Context: an optimization exercise on an open-source flow, tuned for small area, a short achievable clock period and few clock cycles. The choices shown serve that exercise and are no tape-out recipe.
RTL that was checked went through simulation tests only; none was proved equivalent to the original.
No functional check of the RTL was part of run 5.

$ cat flow/run.sh
#!/bin/bash
# Standard ORFS layout, with ports buffered by buf_1 cells instead of clkdlybuf4s50_1.
set -euo pipefail
bash standard.sh 'BUFFER_PORTS_ARGS=-buffer_cell sky130_fd_sc_hd__buf_1' finish > standard.log 2>&1
$ cat design.v
package calc_pkg;
    typedef struct packed {
        logic on;
        logic off;
        logic mem_rc;
        logic mem_sub;
        logic mem_add;
        logic op_percent;
        logic op_sqrt;
        logic op_div;
        logic op_mul;
        logic op_sub;
        logic op_add;
        logic op_eq;
        logic dot;
        logic num_1;
        logic num_2;
        logic num_3;
        logic num_4;
        logic num_5;
        logic num_6;
        logic num_7;
        logic num_8;
        logic num_9;
        logic num_0;
    } buttons_t;
    typedef enum logic [4:0] {
        B_NONE,          
        B_ON,            
        B_OFF,           
        B_MEM_RC,        
        B_MEM_SUB,       
        B_MEM_ADD,       
        B_OP_PERCENT,    
        B_OP_SQRT,       
        B_OP_DIV,        
        B_OP_MUL,        
        B_OP_SUB,        
        B_OP_ADD,        
        B_OP_EQ,         
        B_DOT,           
        B_NUM_1,         
        B_NUM_2,         
        B_NUM_3,         
        B_NUM_4,         
        B_NUM_5,         
        B_NUM_6,         
        B_NUM_7,         
        B_NUM_8,         
        B_NUM_9,         
        B_NUM_0,         
        B_UNKNOWN        
    } active_button_t;
    function automatic logic isNumberButton(active_button_t active_button);
        isNumberButton = ((active_button >= calc_pkg::B_NUM_1) && (active_button <= calc_pkg::B_NUM_0));
    endfunction
    function automatic logic isOpButton(active_button_t active_button);
        isOpButton = ((active_button >= calc_pkg::B_OP_DIV) && (active_button <= calc_pkg::B_OP_ADD));
    endfunction
    function automatic logic isEqButton(active_button_t active_button);
        isEqButton = (active_button == calc_pkg::B_OP_EQ);
    endfunction
    function automatic logic isDotButton(active_button_t active_button);
        isDotButton = (active_button == calc_pkg::B_DOT);
    endfunction
    typedef logic [3:0] bcd_t;
    function automatic logic [6:0] bcd2segments(bcd_t bcd);
        unique case (bcd)
            4'd0: bcd2segments = 7'b1111110;
            4'd1: bcd2segments = 7'b0110000;
            4'd2: bcd2segments = 7'b1101101;
            4'd3: bcd2segments = 7'b1111001;
            4'd4: bcd2segments = 7'b0110011;
            4'd5: bcd2segments = 7'b1011011;
            4'd6: bcd2segments = 7'b1011111;
            4'd7: bcd2segments = 7'b1110000;
            4'd8: bcd2segments = 7'b1111111;
            4'd9: bcd2segments = 7'b1111011;
            default: bcd2segments = 7'bxxxxxxx;
        endcase
    endfunction
    typedef enum logic [1:0] {
        OP_NONE,
        OP_ADD,
        OP_MUL,
        OP_DIV
    } op_t;
    function automatic op_t button2op(active_button_t active_button);
        unique case (active_button)
            calc_pkg::B_OP_DIV: button2op = calc_pkg::OP_DIV;
            calc_pkg::B_OP_MUL: button2op = calc_pkg::OP_MUL;
            calc_pkg::B_OP_SUB: button2op = calc_pkg::OP_ADD;
            calc_pkg::B_OP_ADD: button2op = calc_pkg::OP_ADD;
            default: button2op = calc_pkg::OP_NONE;
        endcase
    endfunction
    function automatic bcd_t button2bcd(active_button_t active_button);
        unique case (active_button)
            calc_pkg::B_NUM_1: button2bcd = 1;
            calc_pkg::B_NUM_2: button2bcd = 2;
            calc_pkg::B_NUM_3: button2bcd = 3;
            calc_pkg::B_NUM_4: button2bcd = 4;
            calc_pkg::B_NUM_5: button2bcd = 5;
            calc_pkg::B_NUM_6: button2bcd = 6;
            calc_pkg::B_NUM_7: button2bcd = 7;
            calc_pkg::B_NUM_8: button2bcd = 8;
            calc_pkg::B_NUM_9: button2bcd = 9;
            calc_pkg::B_NUM_0: button2bcd = 0;
            default: button2bcd = 0;
        endcase
    endfunction
    parameter NumDigits = 8;
    typedef logic unsigned [$clog2(NumDigits)-1:0] exponent_t;
    typedef struct packed {
        logic error;
        logic sign;
        exponent_t exponent;
        bcd_t [NumDigits-1:0] significand;
    } num_t;
    function automatic num_t neg(num_t num);
        neg = num;
        neg.sign = !num.sign;
    endfunction
endpackage
module alu_add (
    input   logic           clk_i,
    input   logic           rst_i,
    input   logic [36:0]    left_i,      
    input   logic [36:0]    right_i,     
    output  logic           in_ready_o,
    input   logic           in_valid_i,
    output  logic [36:0]    result_o,    
    input   logic           out_ready_i,
    output  logic           out_valid_o
);
function automatic logic [3:0] c9(input logic [3:0] y, input logic en);
    c9 = {en ? ~(y[3] | y[2] | y[1]) : y[3], y[2] ^ (en & y[1]), y[1], y[0] ^ en};
endfunction
function automatic logic [3:0] dinc(input logic [3:0] r, input logic c);
    dinc = c ? {(r[3] & ~r[0]) | (r[2] & r[1] & r[0]), r[2] ^ (r[1] & r[0]), (r[1] ^ r[0]) & ~r[3], ~r[0]} : r;
endfunction
logic v1_q, v2_q, en1, en2;
assign en2         = !v2_q || out_ready_i;
assign en1         = !v1_q || en2;
assign in_ready_o  = en1;
assign out_valid_o = v2_q;
always_ff @(posedge clk_i) begin
    if (rst_i) begin
        v1_q <= 1'b0;
        v2_q <= 1'b0;
    end else begin
        if (en1) v1_q <= in_valid_i;
        if (en2) v2_q <= v1_q;
    end
end
logic [31:0] sa, sb, xa, xb;
logic [2:0]  ea, eb, er, dab, dba, sha, shb;
logic        ga, gb, a_lt, sub;
assign sa = left_i[31:0];
assign sb = right_i[31:0];
assign ea = left_i[34:32];
assign eb = right_i[34:32];
assign ga = left_i[35];
assign gb = right_i[35];
assign a_lt = (ea < eb);
assign dab  = ea - eb;
assign dba  = eb - ea;
assign sha  = a_lt ? dba : 3'd0;
assign shb  = a_lt ? 3'd0 : dab;
assign er   = a_lt ? eb : ea;
assign sub  = ga ^ gb;
assign xa   = sa >> {sha, 2'b00};
assign xb   = sb >> {shb, 2'b00};
logic [4:0] z  [8];
logic [3:0] xk [8];
logic [3:0] xh [8];
logic [4:0] xc [8];
always_comb begin
    for (int i = 0; i < 8; i++) begin
        xk[i] = xa[4*i +: 4] & c9(xb[4*i +: 4], sub);
        xh[i] = xa[4*i +: 4] ^ c9(xb[4*i +: 4], sub);
        xc[i][0] = 1'b0;
        xc[i][1] = xk[i][0];
        xc[i][2] = xk[i][1] | (xh[i][1] & xk[i][0]);
        xc[i][3] = xk[i][2] | (xh[i][2] & xk[i][1]) | (xh[i][2] & xh[i][1] & xk[i][0]);
        xc[i][4] = xk[i][3] | (xh[i][3] & xk[i][2]) | (xh[i][3] & xh[i][2] & xk[i][1])
                 | (xh[i][3] & xh[i][2] & xh[i][1] & xk[i][0]);
        z[i] = {xc[i][4], xh[i] ^ xc[i][3:0]};
    end
end
logic [4:0] z_q [8];
logic [2:0] er_q;
logic       sub_q, ga_q, gb_q;
always_ff @(posedge clk_i) begin
    if (en1) begin
        for (int i = 0; i < 8; i++) z_q[i] <= z[i];
        er_q   <= er;
        sub_q  <= sub;
        ga_q   <= ga;
        gb_q   <= gb;
    end
end
logic [3:0] r0 [8];
logic [7:0] g, p;
always_comb begin
    for (int i = 0; i < 8; i++) begin
        g[i] = z_q[i][4] | (z_q[i][3] & (z_q[i][2] | z_q[i][1]));
        p[i] = ~z_q[i][4] & z_q[i][3] & ~z_q[i][2] & ~z_q[i][1] & z_q[i][0];
        r0[i] = g[i] ? {z_q[i][3] ^ (z_q[i][2] | z_q[i][1]), ~(z_q[i][2] ^ z_q[i][1]), ~z_q[i][1], z_q[i][0]}
                     : z_q[i][3:0];
    end
end
logic [8:0] c0, c1;
logic [7:0] gg [4];
logic [7:0] pp [4];
always_comb begin
    gg[0] = g; pp[0] = p;
    for (int l = 0; l < 3; l++) begin
        for (int i = 0; i < 8; i++) begin
            if (i >= (1 << l)) begin
                gg[l+1][i] = gg[l][i] | (pp[l][i] & gg[l][i - (1 << l)]);
                pp[l+1][i] = pp[l][i] & pp[l][i - (1 << l)];
            end else begin
                gg[l+1][i] = gg[l][i];
                pp[l+1][i] = pp[l][i];
            end
        end
    end
    c0[0] = 1'b0;
    c1[0] = 1'b1;
    for (int i = 0; i < 8; i++) begin
        c0[i+1] = gg[3][i];
        c1[i+1] = gg[3][i] | pp[3][i];
    end
end
logic        cy, inc, neg, shr;
logic [31:0] s;
assign cy  = c0[8];
assign inc = sub_q & cy;
assign neg = sub_q & ~cy;
assign shr = ~sub_q & cy;
always_comb
    for (int i = 0; i < 8; i++)
        s[4*i +: 4] = dinc(r0[i], c0[i] | (inc & c1[i]));
logic [7:0]  zd;         
logic [7:0]  lzt;        
logic [8:1]  kt;         
logic [2:0]  k;
logic [31:0] h4, h2, h1, m;
logic [3:0]  fill;
assign fill = {neg, 2'b00, neg};
always_comb begin
    for (int i = 0; i < 8; i++)
        zd[i] = (s[4*i +: 4] == fill);
    lzt[0] = 1'b1;
    for (int j = 1; j <= 7; j++) begin
        lzt[j] = lzt[j-1] & zd[8-j];
        kt[j] = lzt[j] && (er_q >= 3'(j));
    end
    kt[8] = 1'b0;
    k[2] = kt[4];
    k[1] = kt[6] | (kt[2] & ~kt[4]);
    k[0] = kt[7] | (kt[5] & ~kt[6]) | (kt[3] & ~kt[4]) | (kt[1] & ~kt[2]);
    h4 = k[2] ? {s[15:0], {4{fill}}} : s;
    h2 = k[1] ? {h4[23:0], {2{fill}}} : h4;
    h1 = k[0] ? {h2[27:0], fill} : h2;
    for (int i = 0; i < 8; i++)
        m[4*i +: 4] = c9(h1[4*i +: 4], neg);
end
logic [36:0] res;
assign res = shr ? {er_q == 3'd7, ga_q, er_q + 3'd1, 4'd1, s[31:4]}
                 : {1'b0, (neg ? gb_q : ga_q) & ~(&zd), er_q - k, m};
logic [36:0] r2_q;
always_ff @(posedge clk_i)
    if (en2) r2_q <= res;
assign result_o = r2_q;
endmodule
$ cat standard.sh
#!/bin/bash
# synth_recipe.tcl (not shown) runs the flow's synth.tcl, then flattens the netlist and writes it again
# the make line also repeats each setting of config.mk as NAME=value (left out here)
make -C /OpenROAD-flow-scripts/flow DESIGN_CONFIG=/design/flow/config.mk WORK_HOME=/design/flow/orfs CLKGATE_MAP_FILE= SYNTH_SCRIPT=/design/flow/synth_recipe.tcl "${@:-finish}"
$ cat config.mk
export PLATFORM = sky130hd
export DESIGN_NAME = alu_add
export DESIGN_NICKNAME = alu_add
export VERILOG_FILES = /design/flow/design.v
export SDC_FILE = /design/flow/constraint.sdc
export NUM_CORES = 4
export LEC_CHECK = 0
export ABC_AREA = 1
export CAP_MARGIN = 20
export CORE_MARGIN = 2
export CORE_UTILIZATION = 40
export SETUP_SLACK_MARGIN = 5
export SLEW_MARGIN = 20
$ cat constraint.sdc
create_clock -name core_clock -period 10.0 [get_ports {clk_i}]
set_input_delay 2.0000 -clock core_clock [delete_from_list [all_inputs] [get_ports {clk_i}]]
set_output_delay 2.0000 -clock core_clock [all_outputs]
set_load 0.01 [all_outputs]
==> results of run 1 <==
worst register-to-register path: cells and delay by family (launching register included):
family                   cells  cell delay (ps)
AND/OR/NAND/NOR             18             2370
adder cells (fa/ha/maj)      4              870
flip-flops                   1              350
AO/OA/AOI/OAI                1              330
XOR/XNOR                     2              310
buffers and inverters        3              220
metrics by stage:
| step | hold slack, ps | setup slack [ps] |
|---|---|---|
| after global placement | 451 | 3540 |
| final | 462 | 5140 |
| after CTS | 465 | 4940 |
| after global routing | 490 | 4960 |
| after floorplan | 437 | 5020 |
| after detailed placement | 455 | 3530 |
synthesized netlist by cell type, drive strengths merged (12+ instances only):
cell type	number	area (µm²)
buf	20	143
ha	63	788
inv	234	878
a21oi	34	196
xor2	36	315
edfxtp	83	2490
nand4	15	115
o211ai	15	113
o21ai	187	936
nand2	493	1940
or2	12	75.1
xnor2	16	140
nand3	151	833
clkbuf	40	150
nor2	126	566
timing repair:
| action | CTS | global route |
|---|---|---|
| resized for setup | 55 | 60 |
| cloned | 17 | 5 |
| endpoints found under the setup margin | 40 | 33 |
| pin swaps | 7 | 17 |
| buffers inserted | 15 | 31 |
| endpoints found under the hold margin | 0 | 0 |
flip-flops by register name (all words and copies together) (netlist names):
signal / cells
z_q: 40
r2_q: 37
ga_q: 1
sub_q: 1
er_q: 3
v1_q: 1
v2_q: 1
gb_q: 1
cell families after synthesis:
group	share of synthesized area
AOI/OAI and AO/OA	0.138
xor gates and xnor gates	0.0443
adders and majority gates	0.0982
buffers and inverters	0.115
DFF	0.247
muxes	0.00487
and+or+nand+nor	0.352
worst max path at each step:
stage                     slack, ps  cells after the start        end         from
after global routing           4960                     17  z_q[1][4]  right_i[33]
after CTS                      4940                     19  z_q[5][4]  right_i[33]
after detailed placement       3530                     15  z_q[0][2]  right_i[33]
after floorplan                5020                     18  z_q[0][2]  right_i[34]
final                          5140                     17  z_q[1][4]   left_i[33]
after global placement         3540                     15  z_q[0][2]  right_i[33]
final cells by class:
| class | instances | area share |
|---|---|---|
| Clock buffer | 10 | 0.0191 |
| Clock inverter | 6 | 0.00334 |
| Inverter | 238 | 0.0775 |
| Multi-Input combinational cell | 1207 | 0.571 |
| Sequential cell | 85 | 0.211 |
| Tap cell | 330 | 0.0344 |
| Timing Repair Buffer | 172 | 0.0753 |
| Timing Repair inverter | 14 | 0.00793 |
routing by layer:
metal,GRT usage,part of all wire
met1,0.274,0.43
met3,0.0210,0.045
met2,0.375,0.46
met5,0,0
met4,0.131,0.061
==> impl_metrics.py, run 1 <==
metrics = {
    "finish": {
        "multi_input_area_um2": 6850,
        "fillCellCount": 2637,
        "design_area_um2": 12000,
        "antenna_cells": 0,
        "instances_no_fill": 2062,
        "seq_area_um2": 2530,
        "final_common_cell": "nand2_1",
        "area_growth_pct": 16.8,
        "drive_above_1_share": 0.124,
        "mostFrequentLayoutCells": "nand2_1 (471), inv_1 (210), nand3_1 (142)",
        "fin_util": 0.476,
        "layout.nets": 1879,
    },
    "worst_setup_path": {
        "r2r-start": "z_q[0][1]",
        "path_cells": "clkbuf_2 -> inv_1 -> ha_1 -> nand3_1 -> and2_4 -> nor2_4 -> buf_12 -> clkinvlp_2 -> nand2_1 -> o21ai_0 -> o21ai_1 -> nand2_1 -> o21ai_1 -> nand4_1 -> o21ai_0 -> ha_1 -> a21o_1",
        "reg2reg_slack_ps": 5310,
        "regToRegEndpoint": "r2_q[34]",
        "cpPeakStageDelay_ps": 350,
        "worstRegToRegCells": 28,
        "cpMaxStageDelayCell": "ha_1",
        "crit_fanout": 14,
        "path_delay_family": "compound AO/OA/AOI/OAI gates",
        "worstPathRequired_ps": 10110,
        "cp_num_buf_inv": 4,
        "cp-end-kind": "register",
        "cp.arrival_ps": 4970,
        "worstSetupPathType": "input port to register",
        "start_kind": "input port",
    },
    "clock_network": {
        "cts_max_level": 3,
        "clockBufferDepth": 2,
        "cts_hold_buf": 0,
        "clk_latency_ps": 350,
        "root_buffer": "clkbuf_16",
        "path_clk_slew_ps": 60,
        "cts_buffers": 9,
        "cts_tree": "yes",
        "cts_sinks": 85,
    },
    "die": {
        "core_area_um2": 25200,
        "rows": 58,
        "die_area_um2": 27000,
        "initial_core_util": 0.408,
        "io_pins": 117,
        "die_w_um": 164,
        "dieHeight_um": 164,
    },
    "routing": {
        "vias": 10462,
        "firstDrtPassIters": 6,
        "first_iter_violations": 678,
        "avgRoutedWirePerCell_um": 14.7,
        "ant_nets": 0,
        "totalWireLength_um": 30300,
        "drc": 0,
        "viasPerCell": 5.07,
    },
    "timing": {
        "period_needed_ps": 4860,
        "slew_headroom": 0.483,
        "maxSlewViolCount": 0,
        "finalSetupViolCount": 0,
        "fmax_mhz": 206,
        "tightest_slew_ps": 771,
        "grt_setup_unrepaired": "yes",
        "fin_crit_sh": 0.486,
        "fin_tns_setup_ps": 0,
        "hold_viol": 0,
        "skew_ps": 8.48,
    },
    "worst_hold_path": {
        "min_to": "v2_q",
        "hold_depth": 2,
        "hold_start": "v1_q",
        "hp-class": "register to register",
    },
    "global_route": {
        "grt_pass1_wl_um": 47400,
        "grt_overflow_total": 0,
        "grt_max_degree": 49,
        "grt_pass1_vias": 9336,
        "grt_antenna_before_repair": 0,
        "grtUsageTotal": 0.222,
    },
    "synth": {
        "synth-edff-count": 83,
        "synth_fp_nets": 1736,
        "syn_avg_cell_area_um2": 6.49,
        "syn_area_um2": 10300,
        "ys_async_sr_fraction": 0,
        "yosysWarnings": 9,
        "netlist_instances": 1584,
        "ys_seq_elements": 85,
        "yosysSeqAreaShare": 0.247,
        "synth_cell_types": 50,
        "synth_ff_type": "edfxtp_1",
    },
    "placement": {
        "dpl_cell_area_um2": 10900,
        "place_congestion": 0.930,
        "port_buffers": 114,
        "hpwl_um": 22600,
        "dp_cells": 1978,
    },
    "job": {
        "drv_cap": 0,
    },
    "outcome": {
        "status": "timing/DRC/antenna clean",
    },
}
Testbench counts, summed over its fixed seeds: cycles 3,216.
==> run 2: changes to the inputs <==
--- a/config.mk
+++ b/config.mk
@@ -6,6 +6,7 @@
 export NUM_CORES = 4
 export LEC_CHECK = 0
 export ABC_AREA = 1
+export ABC_CLOCK_PERIOD_IN_PS = 4500
 export CAP_MARGIN = 20
 export CORE_MARGIN = 2
 export CORE_UTILIZATION = 40
==> run 2 against run 1 <==
  * Setup slack unchanged
  * Die area unchanged
  * Sequential share of layout area is the same
  * Fmax unchanged
  * Core utilization unchanged
  * Via count unchanged
  * Clock-buffer cell count stayed put
  * Register-to-register slack about the same
  * Critical endpoint unchanged
  * Largest cell class unchanged
==> impl_metrics.py, run 2 <==
metrics = {
    "synth": {
        "synth_cell_types": 50,
        "post-synth-top-count-cell": "nand2_1",
        "synth_common_cells": "nand2_1 (476), inv_1 (218), o21ai_0 (160), nand3_1 (143), nor2_1 (108)",
        "ys_seq_elements": 85,
        "netlist_instances": 1584,
        "yosysWarnings": 9,
        "synth_fp_nets": 1736,
        "synth-edff-count": 83,
        "synth_ff_type": "edfxtp_1",
        "synth_top_cell_area_share": 0.243,
        "ys_async_sr_fraction": 0,
        "yosysSeqAreaShare": 0.247,
        "syn_area_um2": 10300,
        "syn_avg_cell_area_um2": 6.49,
        "yosys-top-cells-area": "edfxtp_1 (24%), nand2_1 (17%), inv_1 (8.0%)",
        "yosysTopAreaCell": "edfxtp_1",
    },
    "finish": {
        "drive_above_1_share": 0.124,
        "final_common_cell": "nand2_1",
        "largest_register_ff_count": 40,
        "antenna_cells": 0,
        "mostFrequentLayoutCells": "nand2_1 (471), inv_1 (210), nand3_1 (142)",
        "top_register": "z_q",
        "instances_no_fill": 2062,
        "area_growth_pct": 16.8,
        "top_regs": "z_q x40, r2_q x37, er_q x3",
        "layout.nets": 1879,
    },
    "global_route": {
        "grt_max_degree": 49,
        "grt_pass1_wl_um": 47400,
        "grtUsageTotal": 0.222,
        "grt_pass1_vias": 9336,
        "grt_antenna_before_repair": 0,
        "grt_overflow_total": 0,
    },
    "clock_network": {
        "cts_tree": "yes",
        "cts_hold_buf": 0,
        "clockBufferDepth": 2,
        "cts_buffers": 9,
        "cts_sinks": 85,
        "path_clk_slew_ps": 60,
        "cts_max_level": 3,
        "root_buffer": "clkbuf_16",
        "clk_latency_ps": 350,
    },
    "die": {
        "io_pins": 117,
        "dieHeight_um": 164,
        "die_area_um2": 27000,
        "rows": 58,
        "initial_core_util": 0.408,
        "core_area_um2": 25200,
        "die_w_um": 164,
    },
    "timing": {
        "fmax_mhz": 206,
        "fin_tns_setup_ps": 0,
        "finalSetupViolCount": 0,
        "grt_setup_unrepaired": "yes",
        "slew_headroom": 0.483,
        "fin_crit_sh": 0.486,
        "skew_ps": 8.48,
        "tightest_slew_ps": 771,
        "maxSlewViolCount": 0,
        "period_needed_ps": 4860,
        "hold_viol": 0,
    },
    "worst_setup_path": {
        "cp.arrival_ps": 4970,
        "cpPeakStageDelay_ps": 350,
        "start_kind": "input port",
        "path_cells": "clkbuf_2 -> inv_1 -> ha_1 -> nand3_1 -> and2_4 -> nor2_4 -> buf_12 -> clkinvlp_2 -> nand2_1 -> o21ai_0 -> o21ai_1 -> nand2_1 -> o21ai_1 -> nand4_1 -> o21ai_0 -> ha_1 -> a21o_1",
        "cp_num_buf_inv": 4,
        "worstRegToRegCells": 28,
        "cp-end-kind": "register",
        "worstPathRequired_ps": 10110,
        "crit_cells": 17,
        "worstSetupPathType": "input port to register",
        "path_delay_family": "compound AO/OA/AOI/OAI gates",
        "crit_fanout": 14,
        "cpMaxStageDelayCell": "ha_1",
    },
    "routing": {
        "first_iter_violations": 678,
        "firstDrtPassIters": 6,
        "viasPerCell": 5.07,
        "vias": 10462,
        "ant_nets": 0,
        "totalWireLength_um": 30300,
        "drc": 0,
        "avgRoutedWirePerCell_um": 14.7,
    },
    "placement": {
        "dp_cells": 1978,
        "port_buffers": 114,
        "place_congestion": 0.930,
        "hpwl_um": 22600,
    },
    "outcome": {
        "status": "timing/DRC/antenna clean",
    },
    "job": {
        "drv_cap": 0,
    },
    "worst_hold_path": {
        "hp-class": "register to register",
        "hold_depth": 2,
    },
}
==> run 2: logic make-up (layout without fill, tap and decap cells) <==
| group | Yosys count | after routing | share of synthesized area |
|---|---|---|---|
| multiplexers | 5 | 5 | 0.00487 |
| buffers and inverters | 298 | 440 | 0.115 |
| AND/OR/NAND/NOR | 810 | 816 | 0.352 |
| flip-flops | 85 | 85 | 0.247 |
| AO/OA/AOI/OAI | 260 | 260 | 0.138 |
| XOR/XNOR | 52 | 52 | 0.0443 |
| adder cells (fa/ha/maj) | 74 | 74 | 0.0982 |
==> run 2: metrics by stage <==
| step | hold WS (ps) | worst slack, ps | util | area, µm² |
|---|---|---|---|---|
| after global routing | 490 | 4960 | 0.476 | 12000 |
| after global placement | 451 | 3540 | 0.433 | 10900 |
| after floorplan | 437 | 5020 | - | 10300 |
| after detailed placement | 455 | 3530 | 0.433 | 10900 |
| after CTS | 465 | 4940 | 0.458 | 11500 |
| final | 462 | 5140 | 0.476 | 12000 |
==> run 2: worst register-to-register path: cells and delay by family (launching register included) <==
kind                     cells  cell delay, ps
AO/OA/AOI/OAI                1             330
adder cells (fa/ha/maj)      4             870
XOR/XNOR                     2             310
AND/OR/NAND/NOR             18            2370
flip-flops                   1             350
buffers and inverters        3             220
==> run 2: layer usage <==
| metal | share of wire | track usage |
|---|---|---|
| met1 | 0.43 | 0.274 |
| met2 | 0.46 | 0.375 |
| met3 | 0.045 | 0.0210 |
| met4 | 0.061 | 0.131 |
| met5 | 0 | 0 |
==> run 2: worst paths after layout <==
| check | from | endpoint | slack [ps] |
|---|---|---|---|
| worst max-delay path | left_i[33] | z_q[1][4] | 5140 |
| worst max register to register | z_q[0][1] | r2_q[34] | 5310 |
| worst min register to register | v1_q | v2_q | 460 |
| worst min-delay path | v1_q | v2_q | 460 |
==> run 2: area by class of cell <==
class                   count  area (µm²)
repair inverters           14        95.1
flip-flops and latches     85        2530
inverters                 238         930
well taps                 330         413
clock buffers              10         229
clock inverters             6        40.0
multi-input cells        1207        6850
repair buffers            172         903
fillers                  2637       13200
==> run 2: what timing repair did <==
action,in CTS,in global routing
resized for setup,55,60
setup buffers,15,31
pin swaps,7,17
gates cloned,17,5
setup endpoints to repair,40,33
==> run 3: changes to the inputs <==
--- a/config.mk
+++ b/config.mk
@@ -5,7 +5,6 @@
 export SDC_FILE = /design/flow/constraint.sdc
 export NUM_CORES = 4
 export LEC_CHECK = 0
-export ABC_AREA = 1
 export ABC_CLOCK_PERIOD_IN_PS = 4500
 export CAP_MARGIN = 20
 export CORE_MARGIN = 2
==> run 3 against run 2 <==
  * Still clean on timing, DRC and antenna
  * Area after synthesis is 1.2% higher
  * Clock-buffer cell count grew 1
  * Wire length increased by 8.9%
  * Flip-flop and latch count unchanged
  * Via count is 0.46% lower
  * Setup slack got worse by 170 ps
  * Core utilization grew 1.4 points
  * Synthesized cell count decreased by 18%
  * Global-route usage is 1.0 points higher
  * Critical endpoint is now z_q[3][3]
  * Largest cell class unchanged
==> impl_metrics.py, run 3 <==
metrics = {
    "outcome": {
        "status": "timing/DRC/antenna clean",
    },
    "synth": {
        "yosysWarnings": 9,
        "yosysSeqAreaShare": 0.244,
        "syn_area_um2": 10400,
        "synth-xor-area-share": 0.0607,
        "synth_ff_type": "edfxtp_1",
        "synth-edff-count": 83,
        "synth_compound_area_frac": 0.196,
        "synth_top_family_by_area": "simple AND/OR/NAND/NOR gates",
        "yosys-top-cells-area": "edfxtp_1 (24%), mux2i_1 (8.2%), ha_1 (7.6%)",
        "ys_seq_elements": 85,
        "yosysTopAreaCell": "edfxtp_1",
        "synth_cell_types": 95,
        "synth_common_cells": "nand2_1 (183), nor2_1 (102), inv_1 (85), mux2i_1 (85)",
        "synth-adder-area-share": 0.0981,
        "synth_fp_nets": 1452,
        "post-synth-top-count-cell": "nand2_1",
        "ys_async_sr_fraction": 0,
        "synth-simple-area-share": 0.236,
        "syn_avg_cell_area_um2": 8.00,
        "netlist_instances": 1300,
        "synth.mux.area_fraction": 0.102,
        "synth_top_cell_area_share": 0.240,
    },
    "global_route": {
        "top_usage_layer": "met2",
        "grtUsageTotal": 0.232,
        "grt_max_degree": 48,
        "grt_overflow_total": 0,
        "grtUsageMet1": 0.292,
        "grt_antenna_before_repair": 0,
        "grt_pass1_vias": 9344,
        "met2_usage": 0.383,
        "grt_pass1_wl_um": 49800,
        "globalRouteMet3Util": 0.0352,
    },
    "worst_setup_path": {
        "cpMaxStageDelayCell": "ha_1",
        "crit_fanout": 11,
        "path_cells": "clkbuf_2 -> inv_2 -> ha_1 -> nor2b_1 -> o21ai_1 -> nand2b_1 -> buf_6 -> buf_4 -> and2_1 -> buf_6 -> nand2_1 -> a21oi_1 -> a21oi_1 -> o22ai_2 -> buf_4 -> ha_1 -> a21o_1 -> a21oi_2 -> xnor2_1",
        "worstPathRequired_ps": 10100,
        "start_kind": "input port",
        "cp-end-kind": "register",
        "cp.arrival_ps": 5130,
        "cpPeakStageDelay_ps": 270,
        "worstSetupPathType": "input port to register",
    },
    "job": {
        "drv_cap": 0,
    },
    "timing": {
        "maxSlewViolCount": 0,
        "fin_crit_sh": 0.502,
        "tightest_slew_ps": 814,
        "slew_headroom": 0.455,
        "grt_setup_unrepaired": "yes",
        "period_needed_ps": 5020,
        "skew_ps": 4.87,
        "fmax_mhz": 199,
        "hold_viol": 0,
        "fin_tns_setup_ps": 0,
        "finalSetupViolCount": 0,
    },
    "routing": {
        "ant_nets": 0,
        "viasPerCell": 5.80,
        "first_iter_violations": 799,
        "firstDrtPassIters": 5,
        "drc": 0,
        "avgRoutedWirePerCell_um": 18.4,
        "totalWireLength_um": 33100,
        "vias": 10414,
    },
    "finish": {
        "layout.nets": 1609,
        "top_register": "z_q",
        "mostFrequentLayoutCells": "nand2_1 (177), buf_1 (113), nor2_1 (97)",
        "area_growth_pct": 21.4,
        "antenna_cells": 0,
        "fin_util": 0.490,
        "fillCellCount": 2462,
        "drive_above_1_share": 0.169,
        "final_common_cell": "nand2_1",
        "largest_register_ff_count": 40,
        "top_regs": "z_q x40, r2_q x37, er_q x3",
    },
    "placement": {
        "place_congestion": 0.926,
        "port_buffers": 114,
        "hpwl_um": 23600,
    },
    "die": {
        "io_pins": 117,
        "die_area_um2": 27300,
        "die_w_um": 165,
        "initial_core_util": 0.404,
        "rows": 59,
        "core_area_um2": 25800,
        "dieHeight_um": 165,
    },
    "clock_network": {
        "cts_tree": "yes",
        "path_clk_slew_ps": 60,
        "cts_buffers": 9,
        "cts_sinks": 85,
        "cts_max_level": 3,
        "clk_latency_ps": 350,
        "clockBufferDepth": 2,
        "root_buffer": "clkbuf_16",
    },
    "worst_hold_path": {
        "hp-class": "register to register",
    },
}
==> run 3: cell types whose count changed after synthesis, moves of 21 or more <==
cell / before / now
nand2_1: 476 / 183
inv_1: 218 / 85
o21ai_0: 160 / 53
mux2i_1: 5 / 85
nand3_1: 143 / 63
a21oi_1: 31 / 83
xnor2_1: 16 / 58
a31oi_1: 4 / 33
xor2_1: 36 / 14
o21ai_1: 27 / 6
==> run 3: worst max-delay path: cells and delay by family <==
family                     cells  cell delay (ps)
adders and majority gates      2              490
AOI/OAI and AO/OA              6              900
buffers and inverters          6              900
and+or+nand+nor                4              710
xor gates and xnor gates       1               90
==> run 3: repair_timing <==
action	in CTS	in global routing
hold buffers	0	0
resized for setup	57	57
setup buffers	20	58
pin swaps	10	23
endpoints found under the setup margin	68	57
cloned	2	7
==> run 3: per-layer routing <==
| metal | vias up | share of wire |
|---|---|---|
| met5 | - | 0 |
| met4 | 0 | 0.053 |
| met3 | 107 | 0.064 |
| met2 | 445 | 0.47 |
| met1 | 4832 | 0.42 |
| li1 | 5030 | - |
==> run 3: path summary, 6_finish.rpt <==
| check | end | from | cells after the start | slack (ps) |
|---|---|---|---|---|
| setup / recovery | z_q[3][3] | left_i[33] | 19 | 4980 |
| hold / removal | r2_q[35] | ga_q | 1 | 550 |
| setup reg to reg | r2_q[22] | z_q[2][1] | 20 | 5170 |
| hold reg to reg | r2_q[35] | ga_q | 1 | 550 |
==> run 3: cell type report <==
cell class / instances / area (µm²) / share of cell area
repair buffers: 212 / 1270 / 0.101
multi-input cells: 1062 / 7770 / 0.616
inverters: 87 / 339 / 0.0269
flip-flops and latches: 85 / 2530 / 0.201
clock inverters: 4 / 50.0 / 0.00396
clock buffers: 11 / 233 / 0.0184
well taps: 335 / 419 / 0.0332
==> run 3: logic make-up (layout without fill, tap and decap cells) <==
logic type	after synthesis	in the layout
simple gates	500	504
compound gates	306	308
buf+inv	159	314
mux	103	103
flops	85	85
fa+ha+maj	75	75
xor+xnor	72	72
==> run 3: metrics by stage <==
step / worst slack (ps) / area [µm²] / std cells / hold slack [ps]
detailed placement: 3570 / 11100 / 1694 / 513
global route: 4820 / 12600 / 1796 / 605
global placement: 3600 / 11100 / 1694 / 491
finish: 4980 / 12600 / 1796 / 551
floorplan: 5030 / 10400 / 1300 / 484
CTS: 4990 / 11800 / 1731 / 568
==> run 4: changes to the inputs <==
--- a/config.mk
+++ b/config.mk
@@ -5,9 +5,9 @@
 export SDC_FILE = /design/flow/constraint.sdc
 export NUM_CORES = 4
 export LEC_CHECK = 0
-export ABC_CLOCK_PERIOD_IN_PS = 4500
+export ABC_AREA = 1
 export CAP_MARGIN = 20
 export CORE_MARGIN = 2
-export CORE_UTILIZATION = 40
+export CORE_UTILIZATION = 60
 export SETUP_SLACK_MARGIN = 5
 export SLEW_MARGIN = 20
==> run 4 against run 3 <==
  * Synthesized cell count is 22% higher
  * Die area is 33% lower
  * Cell count increased by 9.2%
  * Largest cell class unchanged
==> impl_metrics.py, run 4 <==
metrics = {
    "synth": {
        "ys_seq_elements": 85,
        "yosysSeqAreaShare": 0.247,
        "synth_fp_nets": 1736,
        "syn_area_um2": 10300,
        "synth_cell_types": 50,
        "synth_ff_type": "edfxtp_1",
        "yosys-top-cells-area": "edfxtp_1 (24%), nand2_1 (17%), inv_1 (8.0%)",
        "synth-edff-count": 83,
        "synth_common_cells": "nand2_1 (476), inv_1 (218), o21ai_0 (160), nand3_1 (143), nor2_1 (108)",
        "synth_top_cell_area_share": 0.243,
        "post-synth-top-count-cell": "nand2_1",
        "ys_async_sr_fraction": 0,
        "netlist_instances": 1584,
        "yosysTopAreaCell": "edfxtp_1",
        "syn_avg_cell_area_um2": 6.49,
        "yosysWarnings": 9,
    },
    "die": {
        "initial_core_util": 0.617,
        "rows": 47,
        "die_area_um2": 18200,
        "die_w_um": 135,
        "dieHeight_um": 135,
        "core_area_um2": 16600,
        "io_pins": 117,
    },
    "finish": {
        "layout.nets": 1890,
        "top_register": "z_q",
        "antenna_cells": 0,
        "fillCellCount": 1427,
        "mostFrequentLayoutCells": "nand2_1 (472), inv_1 (210), nand3_1 (142)",
        "instances_no_fill": 1961,
        "top_regs": "z_q x40, r2_q x37, er_q x3",
        "final_common_cell": "nand2_1",
        "largest_register_ff_count": 40,
        "drive_above_1_share": 0.132,
        "fin_util": 0.720,
        "area_growth_pct": 16.7,
    },
    "clock_network": {
        "cts_buffers": 9,
        "cts_sinks": 85,
        "root_buffer": "clkbuf_16",
        "cts_tree": "yes",
        "cts_max_level": 3,
        "path_clk_slew_ps": 60,
        "clockBufferDepth": 2,
        "clk_latency_ps": 340,
    },
    "global_route": {
        "grt_antenna_before_repair": 0,
        "grt_pass1_wl_um": 46000,
        "grt_max_degree": 49,
        "grt_overflow_total": 0,
        "grtUsageTotal": 0.319,
        "grt_pass1_vias": 9574,
    },
    "worst_setup_path": {
        "cp-end-kind": "register",
        "r2r-start": "z_q[4][2]",
        "worstRegToRegCells": 26,
        "regToRegEndpoint": "r2_q[34]",
        "worstPathRequired_ps": 10090,
        "start_kind": "input port",
        "crit_fanout": 14,
        "worstSetupPathType": "input port to register",
        "cp.arrival_ps": 5050,
        "reg2reg_slack_ps": 5210,
    },
    "routing": {
        "vias": 11003,
        "ant_nets": 0,
        "first_iter_violations": 775,
        "firstDrtPassIters": 8,
        "avgRoutedWirePerCell_um": 15.3,
        "viasPerCell": 5.61,
        "totalWireLength_um": 30000,
        "drc": 0,
    },
    "placement": {
        "dp_cells": 1868,
        "place_congestion": 0.970,
        "dp_slack_ps": 3700,
        "hpwl_um": 21300,
        "port_buffers": 114,
    },
    "outcome": {
        "status": "timing/DRC/antenna clean",
    },
    "timing": {
        "slew_headroom": 0.364,
        "hold_viol": 0,
        "period_needed_ps": 4960,
        "maxSlewViolCount": 0,
        "grt_setup_unrepaired": "yes",
        "skew_ps": 7.45,
        "setup_slack_ps": 5040,
        "fin_tns_setup_ps": 0,
        "finalSetupViolCount": 0,
        "fin_crit_sh": 0.496,
        "tightest_slew_ps": 952,
        "fmax_mhz": 202,
    },
    "worst_hold_path": {
        "hold_start": "v1_q",
        "hold_depth": 2,
        "min_to": "v2_q",
        "hp-class": "register to register",
    },
    "job": {
        "drv_cap": 0,
    },
}
-- run 4: routing by layer --
metal	wire length [µm]	up-vias	global-route usage	part of all wire
met2	14200	541	0.547	0.47
met5	0	-	0	0
met1	11400	4835	0.370	0.38
li1	-	5449	-	-
met4	2580	0	0.230	0.086
met3	1810	178	0.0338	0.060
-- run 4: how the worst max path moves through the flow --
stage	start	cells after the start	endpoint
finish	left_i[33]	17	z_q[3][2]
global route	z_q[4][2]	26	r2_q[34]
CTS	left_i[33]	17	z_q[0][2]
detailed placement	right_i[33]	18	z_q[2][4]
global placement	right_i[33]	18	z_q[2][4]
floorplan	right_i[34]	18	z_q[0][2]
-- run 4: what timing repair did --
item                       in CTS  in global routing
setup buffers                   8                 47
pin swaps                       4                 17
cloned                         16                  8
resized for setup              54                 59
hold endpoints to repair        0                  0
hold buffers                    0                  0
setup endpoints to repair      71                 30
-- run 4: cell families (layout without fill, tap and decap cells) --
| group | after synthesis | in the layout | share of synthesized area |
|---|---|---|---|
| compound gates | 260 | 260 | 0.138 |
| xor+xnor | 52 | 52 | 0.0443 |
| fa+ha+maj | 74 | 74 | 0.0982 |
| buf+inv | 298 | 451 | 0.115 |
| flops | 85 | 85 | 0.247 |
| mux | 5 | 5 | 0.00487 |
| simple gates | 810 | 814 | 0.352 |
-- run 4: stage by stage --
step,cell area [µm²],hold WS (ps)
5_1_grt,12000,485
3_3_place_gp,10800,450
6_report,12000,461
3_5_place_dp,10800,455
4_1_cts,11400,464
2_1_floorplan,10300,437
-- run 4: area by class of cell --
cell class                 count  area [µm²]  share of cell area
clock buffer                   9         225              0.0188
clock inverter                 5        77.6             0.00647
inverter                     238         920              0.0767
multi-input combinational   1205        6830               0.570
sequential                    85        2530               0.211
tap                          220         275              0.0230
timing repair buffer         183        1010              0.0843
timing repair inverter        16         113             0.00939
-- run 4: worst max-delay path, cell delays in order --
cell,delay (ps)
clkbuf_2,130
inv_1,90
ha_1,280
nand3_1,70
and2_4,190
nor2_4,180
buf_12,200
clkinvlp_4,170
o21ai_0,290
nand2_1,120
nand3_1,110
o21ai_1,80
xor2_1,270
ha_2,260
inv_1,60
fa_1,380
xnor2_1,150
==> run 5: changes to the inputs <==
--- a/design.v
+++ b/design.v
@@ -239,9 +239,12 @@
 assign inc = sub_q & cy;
 assign neg = sub_q & ~cy;
 assign shr = ~sub_q & cy;
+logic [4:0] u [8];
 always_comb
-    for (int i = 0; i < 8; i++)
-        s[4*i +: 4] = dinc(r0[i], c0[i] | (inc & c1[i]));
+    for (int i = 0; i < 8; i++) begin
+        u[i] = z_q[i] + 5'(c0[i] | (inc & c1[i]));
+        s[4*i +: 4] = (u[i] >= 5'd10) ? 4'(u[i] - 5'd10) : u[i][3:0];
+    end
 logic [7:0]  zd;         
 logic [7:0]  lzt;        
 logic [8:1]  kt;         
--- a/config.mk
+++ b/config.mk
@@ -8,6 +8,6 @@
 export ABC_AREA = 1
 export CAP_MARGIN = 20
 export CORE_MARGIN = 2
-export CORE_UTILIZATION = 60
+export CORE_UTILIZATION = 40
 export SETUP_SLACK_MARGIN = 5
 export SLEW_MARGIN = 20
==> run 5 against run 4 <==
  * Critical path type is now register to register
  * Die area is 44% higher
  * Highest routed layer unchanged
  * Global-route usage is 6.9 points lower
  * Still clean
  * Fmax is 13% lower
  * Wire length is 16% higher
  * Largest cell class unchanged
  * Flip-flop and latch count stayed put
==> impl_metrics.py, run 5 <==
metrics = {
    "outcome": {
        "status": "timing/DRC/antenna clean",
    },
    "finish": {
        "instances_no_fill": 2084,
        "top_regs": "z_q x40, r2_q x37, er_q x3",
        "layout.nets": 1907,
        "largest_register_ff_count": 40,
        "fin_util": 0.555,
        "top_register": "z_q",
        "antenna_cells": 0,
        "mostFrequentLayoutCells": "nand2_1 (399), inv_1 (188), buf_1 (112)",
        "final_common_cell": "nand2_1",
        "drive_above_1_share": 0.250,
        "area_growth_pct": 35.9,
        "design_area_um2": 13500,
    },
    "worst_setup_path": {
        "worstRegToRegCells": 42,
        "r2r-start": "z_q[3][1]",
        "crit_fanout": 6,
        "regToRegEndpoint": "r2_q[22]",
        "reg2reg_slack_ps": 4300,
        "path_delay_family": "simple AND/OR/NAND/NOR gates",
        "critPathCapture": "r2_q[22]",
        "cp.arrival_ps": 5920,
        "crit_top_cell": "nand2_4",
        "cpMaxStageDelayCell": "edfxtp_1",
        "worstSetupPathType": "register to register",
        "cpPeakStageDelay_ps": 410,
        "cp_num_buf_inv": 9,
        "cp-end-kind": "register",
        "crit_path_start": "z_q[3][1]",
        "worstPathRequired_ps": 10230,
        "crit_cells": 42,
        "start_kind": "register",
    },
    "placement": {
        "dpl_cell_area_um2": 10600,
        "dp_slack_ps": 2910,
        "place_congestion": 0.904,
        "port_buffers": 114,
        "hpwl_um": 21200,
        "dp_cells": 1911,
    },
    "timing": {
        "grt_setup_unrepaired": "yes",
        "maxSlewViolCount": 0,
        "fin_crit_sh": 0.570,
        "fin_tns_setup_ps": 0,
        "hold_viol": 0,
        "period_needed_ps": 5700,
        "setup_slack_ps": 4300,
        "finalSetupViolCount": 0,
        "fmax_mhz": 175,
        "skew_ps": 8.02,
        "slew_headroom": 0.363,
        "tightest_slew_ps": 945,
    },
    "clock_network": {
        "path_clk_slew_ps": 60,
        "cts_max_level": 3,
        "clk_latency_ps": 360,
        "root_buffer": "clkbuf_16",
        "cts_sinks": 85,
        "cts_hold_buf": 0,
        "cts_tree": "yes",
        "cts_buffers": 9,
        "clockBufferDepth": 2,
    },
    "routing": {
        "avgRoutedWirePerCell_um": 16.7,
        "drc": 0,
        "totalWireLength_um": 34900,
        "vias": 11172,
        "viasPerCell": 5.36,
        "firstDrtPassIters": 7,
        "ant_nets": 0,
        "first_iter_violations": 925,
    },
    "die": {
        "die_area_um2": 26200,
        "dieHeight_um": 162,
        "rows": 57,
        "initial_core_util": 0.408,
        "die_w_um": 162,
        "core_area_um2": 24400,
        "io_pins": 117,
    },
    "synth": {
        "synth_cell_types": 53,
        "synth_common_cells": "nand2_1 (479), inv_1 (205), o21ai_0 (158), nand3_1 (119), nor2_1 (95)",
        "post-synth-top-count-cell": "nand2_1",
        "syn_area_um2": 9960,
        "ys_seq_elements": 85,
        "netlist_instances": 1527,
        "yosysSeqAreaShare": 0.254,
        "synth_ff_type": "edfxtp_1",
        "synth_top_cell_area_share": 0.250,
        "synth_fp_nets": 1679,
        "yosysWarnings": 10,
        "synth-edff-count": 83,
        "ys_async_sr_fraction": 0,
        "yosysTopAreaCell": "edfxtp_1",
        "syn_avg_cell_area_um2": 6.52,
        "yosys-top-cells-area": "edfxtp_1 (25%), nand2_1 (18%), o21ai_0 (7.9%)",
    },
    "global_route": {
        "grtUsageTotal": 0.249,
        "grt_overflow_total": 0,
        "grt_pass1_vias": 9954,
        "grt_pass1_wl_um": 52000,
        "grt_antenna_before_repair": 0,
        "grt_max_degree": 49,
    },
    "worst_hold_path": {
        "hold_depth": 2,
        "hp-class": "register to register",
    },
    "job": {
        "drv_cap": 0,
    },
}
-- run 5: cell count changes after synthesis, sizes merged, moves of 3 or more --
cell	change
xnor2	+4
inv	-18
o21bai	+4
nand2	-6
nand4	+13
nand3	-27
nor2	-20
o21ai	-6
xor2	+4
buf	+5
and2	-3
-- run 5: area by class of cell --
| type | count | area [µm²] |
|---|---|---|
| clock buffer | 9 | 225 |
| sequential | 85 | 2530 |
| clock inverter | 7 | 65.1 |
| timing repair inverter | 11 | 75.1 |
| fill | 2264 | 10900 |
| tap | 324 | 405 |
| inverter | 220 | 872 |
| timing repair buffer | 256 | 1730 |
| multi-input combinational | 1172 | 7630 |
-- run 5: worst min path at each step --
stage,slack [ps],startpoint,endpoint
after global placement,450,v1_q,v2_q
after CTS,470,v1_q,v2_q
after global routing,510,v1_q,v2_q
after floorplan,440,v1_q,v2_q
final,460,v1_q,v2_q
after detailed placement,460,v1_q,v2_q
-- run 5: metal layers --
metal	vias to the layer above	share of wire	track usage	routed length, µm
met4	0	0.067	0.142	2330
met2	570	0.46	0.406	16100
li1	5441	-	-	-
met3	181	0.074	0.0424	2570
met1	4980	0.40	0.313	13800
met5	-	0	0	0
-- run 5: repair_timing --
| item | CTS | global route |
|---|---|---|
| buffers inserted | 87 | 44 |
| cloned | 20 | 6 |
| gates resized for setup | 251 | 145 |
| pin swaps | 106 | 93 |
| endpoints found under the setup margin | 74 | 68 |
-- run 5: through the flow --
stage                     hold WS [ps]
after floorplan                    437
after global placement             447
after detailed placement           455
after CTS                          469
after global routing               508
final                              465
-- run 5: kinds of logic (layout without fill, tap and decap cells) --
group | after synthesis | in the layout | synth area share
XOR/XNOR | 60 | 60 | 0.0528
adder cells (fa/ha/maj) | 74 | 74 | 0.101
AND/OR/NAND/NOR | 763 | 776 | 0.330
flip-flops | 85 | 85 | 0.254
multiplexers | 3 | 3 | 0.00301
AO/OA/AOI/OAI | 259 | 259 | 0.145
buffers and inverters | 283 | 503 | 0.114
-- run 5: tightest hold or removal path, cell delays in order, from the launching register on --
cell and delay [ps]:
dfxtp_1 320, inv_1 50, a21oi_1 50
==> run 6: changes to the inputs <==
--- a/design.v
+++ b/design.v
@@ -239,12 +239,9 @@
 assign inc = sub_q & cy;
 assign neg = sub_q & ~cy;
 assign shr = ~sub_q & cy;
-logic [4:0] u [8];
 always_comb
-    for (int i = 0; i < 8; i++) begin
-        u[i] = z_q[i] + 5'(c0[i] | (inc & c1[i]));
-        s[4*i +: 4] = (u[i] >= 5'd10) ? 4'(u[i] - 5'd10) : u[i][3:0];
-    end
+    for (int i = 0; i < 8; i++)
+        s[4*i +: 4] = dinc(r0[i], c0[i] | (inc & c1[i]));
 logic [7:0]  zd;         
 logic [7:0]  lzt;        
 logic [8:1]  kt;         
==> flow/run.sh (replaced) <==
#!/bin/bash
# Standard ORFS layout, with ports buffered by buf_1 cells instead of clkdlybuf4s50_1,
# and timing repair aimed at 6 ns of setup slack.
set -euo pipefail
bash standard.sh 'BUFFER_PORTS_ARGS=-buffer_cell sky130_fd_sc_hd__buf_1' SETUP_SLACK_MARGIN=6 finish > standard.log 2>&1
--- a/config.mk
+++ b/config.mk
@@ -9,5 +9,4 @@
 export CAP_MARGIN = 20
 export CORE_MARGIN = 2
 export CORE_UTILIZATION = 40
-export SETUP_SLACK_MARGIN = 5
 export SLEW_MARGIN = 20
==> run 6 against run 5 <==
  * Area after synthesis rose by 3.1%
  * Register-to-register slack improved by 1300 ps
  * Die area rose by 3.0%
  * Still clean
  * Core utilization increased by 8.3 points
  * First-iteration DRC count is 9.8% lower
  * Clock skew fell by 1.5 ps
  * Largest cell class unchanged
  * Cell area up 19%
  * Highest routed layer unchanged
  * Synthesized cell count is 3.7% higher
  * Critical path depth shrank 24
  * Critical endpoint is now z_q[1][4]
  * Flip-flop and latch count did not move
==> impl_metrics.py, run 6 <==
metrics = {
    "finish": {
        "design_area_um2": 16100,
        "layout.nets": 2048,
        "top_regs": "z_q x40, r2_q x37, er_q x3",
        "area_growth_pct": 56.3,
        "largest_register_ff_count": 40,
        "instances_no_fill": 2230,
        "fillCellCount": 2059,
        "mostFrequentLayoutCells": "nand2_1 (342), inv_1 (173), buf_4 (153)",
        "drive_above_1_share": 0.412,
        "antenna_cells": 0,
        "final_common_cell": "nand2_1",
        "top_register": "z_q",
    },
    "global_route": {
        "grt_antenna_before_repair": 0,
        "grt_max_degree": 39,
        "grtUsageTotal": 0.262,
        "grt_overflow_total": 0,
        "grt_pass1_vias": 10573,
        "grt_pass1_wl_um": 55000,
    },
    "clock_network": {
        "clockBufferDepth": 2,
        "cts_max_level": 3,
        "root_buffer": "clkbuf_16",
        "clk_latency_ps": 360,
        "cts_buffers": 9,
        "path_clk_slew_ps": 60,
        "cts_hold_buf": 0,
        "cts_tree": "yes",
        "cts_sinks": 85,
    },
    "placement": {
        "dp_cells": 1973,
        "place_congestion": 0.924,
        "dpl_cell_area_um2": 11100,
        "port_buffers": 114,
        "hpwl_um": 22800,
    },
    "synth": {
        "synth-edff-count": 83,
        "ys_seq_elements": 85,
        "syn_avg_cell_area_um2": 6.49,
        "syn_area_um2": 10300,
        "synth_fp_nets": 1736,
        "ys_async_sr_fraction": 0,
        "synth_cell_types": 50,
        "post-synth-top-count-cell": "nand2_1",
        "yosysWarnings": 9,
        "synth_common_cells": "nand2_1 (476), inv_1 (218), o21ai_0 (160), nand3_1 (143), nor2_1 (108)",
        "synth_top_cell_area_share": 0.243,
        "synth_ff_type": "edfxtp_1",
        "yosysSeqAreaShare": 0.247,
        "yosysTopAreaCell": "edfxtp_1",
        "yosys-top-cells-area": "edfxtp_1 (24%), nand2_1 (17%), inv_1 (8.0%)",
        "netlist_instances": 1584,
    },
    "die": {
        "die_area_um2": 27000,
        "dieHeight_um": 164,
        "initial_core_util": 0.408,
        "rows": 58,
        "die_w_um": 164,
        "io_pins": 117,
        "core_area_um2": 25200,
    },
    "routing": {
        "firstDrtPassIters": 6,
        "first_iter_violations": 834,
        "ant_nets": 0,
        "totalWireLength_um": 38800,
        "avgRoutedWirePerCell_um": 17.4,
        "drc": 0,
        "vias": 12024,
        "viasPerCell": 5.39,
    },
    "worst_setup_path": {
        "critPathCapture": "z_q[1][4]",
        "start_kind": "input port",
        "worstSetupPathType": "input port to register",
        "reg2reg_slack_ps": 5630,
        "r2r-start": "z_q[0][2]",
        "crit_fanout": 7,
        "crit_path_start": "left_i[34]",
        "cp.arrival_ps": 4750,
        "regToRegEndpoint": "r2_q[34]",
        "cp-end-kind": "register",
        "worstRegToRegCells": 31,
        "worstPathRequired_ps": 10110,
    },
    "timing": {
        "maxSlewViolCount": 0,
        "grt_setup_unrepaired": "yes",
        "hold_viol": 0,
        "tightest_slew_ps": 794,
        "finalSetupViolCount": 0,
        "fin_tns_setup_ps": 0,
        "fmax_mhz": 216,
        "period_needed_ps": 4630,
        "fin_crit_sh": 0.463,
        "slew_headroom": 0.465,
        "skew_ps": 6.50,
    },
    "outcome": {
        "status": "timing/DRC/antenna clean",
    },
    "worst_hold_path": {
        "hp-class": "register to register",
    },
    "job": {
        "drv_cap": 0,
    },
}
## run 6: cell types whose count changed after synthesis, moves of 4 or more
cell,before,now
nand3_1,119,143
inv_1,205,218
nand4_1,26,13
nor2_1,95,108
nand2_4,0,7
inv_2,10,16
nor2_2,7,12
o21ai_1,22,27
buf_2,16,12
o21bai_1,4,0
xnor2_1,20,16
xor2_1,40,36
## run 6: critical path: stages
cell and delay, ps:
buf_8 110, ha_4 250, a21oi_4 170, and2_4 200
buf_8 130, inv_12 50, nand2_8 130, buf_12 150
inv_12 50, buf_12 120, o311ai_4 220, nand2_2 140
nor2_2 110, xnor2_1 80, ha_1 380, a21oi_2 170
nand2_2 80, a21o_1 190
## run 6: logic make-up (layout without fill, tap and decap cells)
logic type	after synthesis	count (layout)	share of synthesized area
simple gates	810	822	0.352
buf+inv	298	602	0.115
compound gates	260	260	0.138
flops	85	85	0.247
fa+ha+maj	74	74	0.0982
xor+xnor	52	52	0.0443
mux	5	5	0.00487
## run 6: worst min-delay path by stage
stage | from | to | slack (ps) | cells past startpoint
2_1_floorplan | v1_q | v2_q | 460 | 2
3_3_place_gp | v1_q | v2_q | 470 | 2
3_5_place_dp | v1_q | v2_q | 490 | 2
4_1_cts | v1_q | v2_q | 670 | 2
5_1_grt | v1_q | v2_q | 710 | 2
6_report | ga_q | r2_q[35] | 680 | 2
## run 6: routing by layer
layer / wire length (µm) / up-vias / track usage
met3: 2040 / 201 / 0.0303
met2: 18700 / 566 / 0.446
met1: 14600 / 5461 / 0.299
li1: - / 5796 / -
met4: 3410 / 0 / 0.201
met5: 0 / - / 0
## run 6: final cells by class
type | count | area [µm²] | share of cell area
Inverter | 238 | 1020 | 0.0637
Clock inverter | 4 | 50.0 | 0.00312
Multi-Input combinational cell | 1213 | 9030 | 0.562
Timing Repair inverter | 13 | 136 | 0.00849
Clock buffer | 11 | 233 | 0.0145
Timing Repair Buffer | 336 | 2640 | 0.164
Tap cell | 330 | 413 | 0.0257
Sequential cell | 85 | 2530 | 0.158
## run 6: metrics by stage
stage	util	hold WS, ps	setup slack, ps
5_1_grt	0.638	711	5320
3_5_place_dp	0.439	486	3850
4_1_cts	0.551	673	5460
3_3_place_gp	0.439	472	3880
6_report	0.638	679	5370
2_1_floorplan	-	459	5350
## run 6: what timing repair did
item / in CTS / in global routing
endpoints found under the setup margin: 77 / 77
gates cloned: 25 / 5
setup buffers: 135 / 77
resized for setup: 346 / 418
pin swaps: 131 / 168
Testbench counts of run 6, summed over its fixed seeds: cycles 3,216.
==> run 7: changes to the inputs <==
==> flow/run.sh (replaced) <==
#!/bin/bash
# Standard ORFS layout, with ports buffered by buf_1 cells instead of clkdlybuf4s50_1,
# and timing repair aimed at 5.5 ns of setup slack.
set -euo pipefail
bash standard.sh 'BUFFER_PORTS_ARGS=-buffer_cell sky130_fd_sc_hd__buf_1' SETUP_SLACK_MARGIN=5.5 finish > standard.log 2>&1
==> run 7 against run 6 <==
  * Clock-buffer cell count is 3 higher
  * Setup slack worse by 14 ps
  * Fmax is 0.31% lower
==> impl_metrics.py, run 7 <==
metrics = {
    "outcome": {
        "status": "timing/DRC/antenna clean",
    },
    "die": {
        "die_w_um": 164,
        "rows": 58,
        "initial_core_util": 0.408,
        "die_area_um2": 27000,
        "io_pins": 117,
        "dieHeight_um": 164,
        "core_area_um2": 25200,
    },
    "synth": {
        "ys_seq_elements": 85,
        "synth_fp_nets": 1736,
        "synth_common_cells": "nand2_1 (476), inv_1 (218), o21ai_0 (160), nand3_1 (143), nor2_1 (108)",
        "synth_cell_types": 50,
        "synth-edff-count": 83,
        "synth_top_cell_area_share": 0.243,
        "synth_ff_type": "edfxtp_1",
        "ys_async_sr_fraction": 0,
        "yosys-top-cells-area": "edfxtp_1 (24%), nand2_1 (17%), inv_1 (8.0%)",
        "post-synth-top-count-cell": "nand2_1",
        "yosysWarnings": 9,
        "syn_area_um2": 10300,
        "yosysSeqAreaShare": 0.247,
        "netlist_instances": 1584,
        "syn_avg_cell_area_um2": 6.49,
        "yosysTopAreaCell": "edfxtp_1",
    },
    "clock_network": {
        "root_buffer": "clkbuf_16",
        "path_clk_slew_ps": 60,
        "cts_hold_buf": 0,
        "clockBufferDepth": 2,
        "clk_latency_ps": 350,
        "cts_sinks": 85,
        "cts_tree": "yes",
        "cts_max_level": 3,
        "cts_buffers": 9,
    },
    "timing": {
        "hold_viol": 0,
        "fin_tns_setup_ps": 0,
        "maxSlewViolCount": 0,
        "slew_headroom": 0.535,
        "finalSetupViolCount": 0,
        "skew_ps": 7.50,
        "fmax_mhz": 215,
        "period_needed_ps": 4650,
        "grt_setup_unrepaired": "yes",
        "whs_ps": 615,
        "fin_crit_sh": 0.465,
        "tightest_slew_ps": 697,
    },
    "worst_setup_path": {
        "crit_path_start": "right_i[34]",
        "regToRegEndpoint": "r2_q[34]",
        "worstSetupPathType": "input port to register",
        "cp-end-kind": "register",
        "cp_num_buf_inv": 7,
        "crit_cells": 17,
        "cpPeakStageDelay_ps": 550,
        "worstPathRequired_ps": 10110,
        "start_kind": "input port",
        "cpMaxStageDelayCell": "fa_2",
        "path_delay_family": "adder cells",
        "crit_fanout": 5,
        "critPathCapture": "z_q[0][1]",
        "reg2reg_slack_ps": 5590,
        "path_cells": "buf_8 -> inv_12 -> ha_4 -> a21oi_4 -> and2_4 -> nor2_4 -> buf_12 -> buf_8 -> buf_12 -> mux2i_4 -> o21ai_2 -> o21ai_2 -> xor2_2 -> ha_2 -> inv_2 -> fa_2 -> inv_1",
        "worstRegToRegCells": 31,
        "cp.arrival_ps": 4750,
        "r2r-start": "z_q[0][2]",
    },
    "routing": {
        "viasPerCell": 5.14,
        "totalWireLength_um": 32800,
        "firstDrtPassIters": 7,
        "first_iter_violations": 654,
        "avgRoutedWirePerCell_um": 15.6,
        "drc": 0,
        "ant_nets": 0,
        "vias": 10790,
    },
    "finish": {
        "area_growth_pct": 28.3,
        "top_register": "z_q",
        "top_regs": "z_q x40, r2_q x37, er_q x3",
        "antenna_cells": 0,
        "drive_above_1_share": 0.214,
        "final_common_cell": "nand2_1",
        "largest_register_ff_count": 40,
        "layout.nets": 1915,
        "mostFrequentLayoutCells": "nand2_1 (456), inv_1 (191), nand3_1 (136)",
    },
    "global_route": {
        "grt_antenna_before_repair": 0,
        "grt_pass1_wl_um": 51200,
        "grtUsageTotal": 0.242,
        "grt_overflow_total": 0,
        "grt_max_degree": 42,
        "grt_pass1_vias": 9971,
    },
    "placement": {
        "place_congestion": 0.913,
        "port_buffers": 114,
        "hpwl_um": 22600,
    },
    "worst_hold_path": {
        "hp-class": "register to register",
        "hold_start": "v1_q",
    },
    "job": {
        "drv_cap": 0,
    },
}
-- run 7: cells by family (layout without fill, tap and decap cells) --
family,count (synthesis),in the layout,share of synthesized area
AND/OR/NAND/NOR,810,821,0.352
adder cells (fa/ha/maj),74,74,0.0982
AO/OA/AOI/OAI,260,261,0.138
multiplexers,5,5,0.00487
flip-flops,85,85,0.247
XOR/XNOR,52,52,0.0443
buffers and inverters,298,470,0.115
-- run 7: worst min-delay path by stage --
stage,cells after the start,slack [ps],endpoint
floorplan,2,460,v2_q
CTS,2,630,v2_q
global placement,2,470,v2_q
detailed placement,2,490,v2_q
finish,2,610,v2_q
global route,2,660,v2_q
-- run 7: final cells by class --
class                      count  area, µm²
clock inverter                 2       35.0
multi-input combinational   1213       7490
fill                        2525      12000
timing repair inverter         7       62.6
clock buffer                  14        264
timing repair buffer         209       1370
tap                          330        413
sequential                    85       2530
inverter                     238       1010
-- run 7: metrics by stage --
stage               area (µm²)  utilization  std cells  worst slack (ps)
floorplan                10600            -       1584              5320
global placement         11100        0.439       1974              3880
detailed placement       11100        0.439       1975              3890
CTS                      12500        0.498       2061              5370
global route             13200        0.523       2098              5300
finish                   13200        0.523       2098              5350
-- run 7: tightest hold or removal path: stages, from the launching register on --
cell and delay, ps:
dfxtp_1 420, inv_1 90, a21oi_1 60
-- run 7: per-layer routing --
layer	share of wire	track usage
met4	0.070	0.154
met5	0	0
met3	0.048	0.0301
met2	0.47	0.411
met1	0.41	0.288
-- run 7: timing repair --
action,CTS,global route
setup endpoints to repair,75,53
buffers inserted,54,33
resized for setup,158,111
pin swaps,47,53
gates cloned,16,4

-- afterwards: timing with drivers on the ports --
No port has a modelled driver above. Below, the same layouts with a new extraction and two added sets of constraints. Step 1, drivers: a clkbuf_16 drives clk_i and a buf_2 each remaining input, both assumed. Step 2 also shifts input and output timing later by t, the mid clock arrival at the registers, as if the neighbouring blocks saw the same clock. Three values: ideal ports, drivers, drivers and shift; two values: the first two.
| run | t (ns) | setup WS [ns] | hold WS [ns] | worst setup path at the end | cell pins on the clock port's net |
|---|---|---|---|---|---|
| run 1 | 0.390 | 5.145 / 5.141 / 4.772 | 0.462 / 0.462 / 0.462 | input to register | 1 |
| run 2 | 0.390 | 5.145 / 5.141 / 4.772 | 0.462 / 0.462 / 0.462 | input to register | 1 |
| run 3 | 0.397 | 4.976 / 4.998 / 4.602 | 0.551 / 0.551 / 0.551 | input to register | 1 |
| run 4 | 0.382 | 5.038 / 5.053 / 4.671 | 0.461 / 0.461 / 0.461 | input to register | 1 |
| run 5 | 0.400 | 4.302 / 4.302 / 4.302 | 0.465 / 0.465 / 0.465 | register to register | 1 |
| run 6 | 0.399 | 5.366 / 5.346 / 4.948 | 0.679 / 0.679 / 0.679 | input to register | 1 |
| run 7 | 0.393 | 5.352 / 5.348 / 4.955 | 0.615 / 0.615 / 0.615 | input to register | 1 |
After both steps every run listed still meets setup and hold. The setup slack of run 6, which loses most, moves by -0.020 ns with the drivers and by -0.418 ns with both steps.
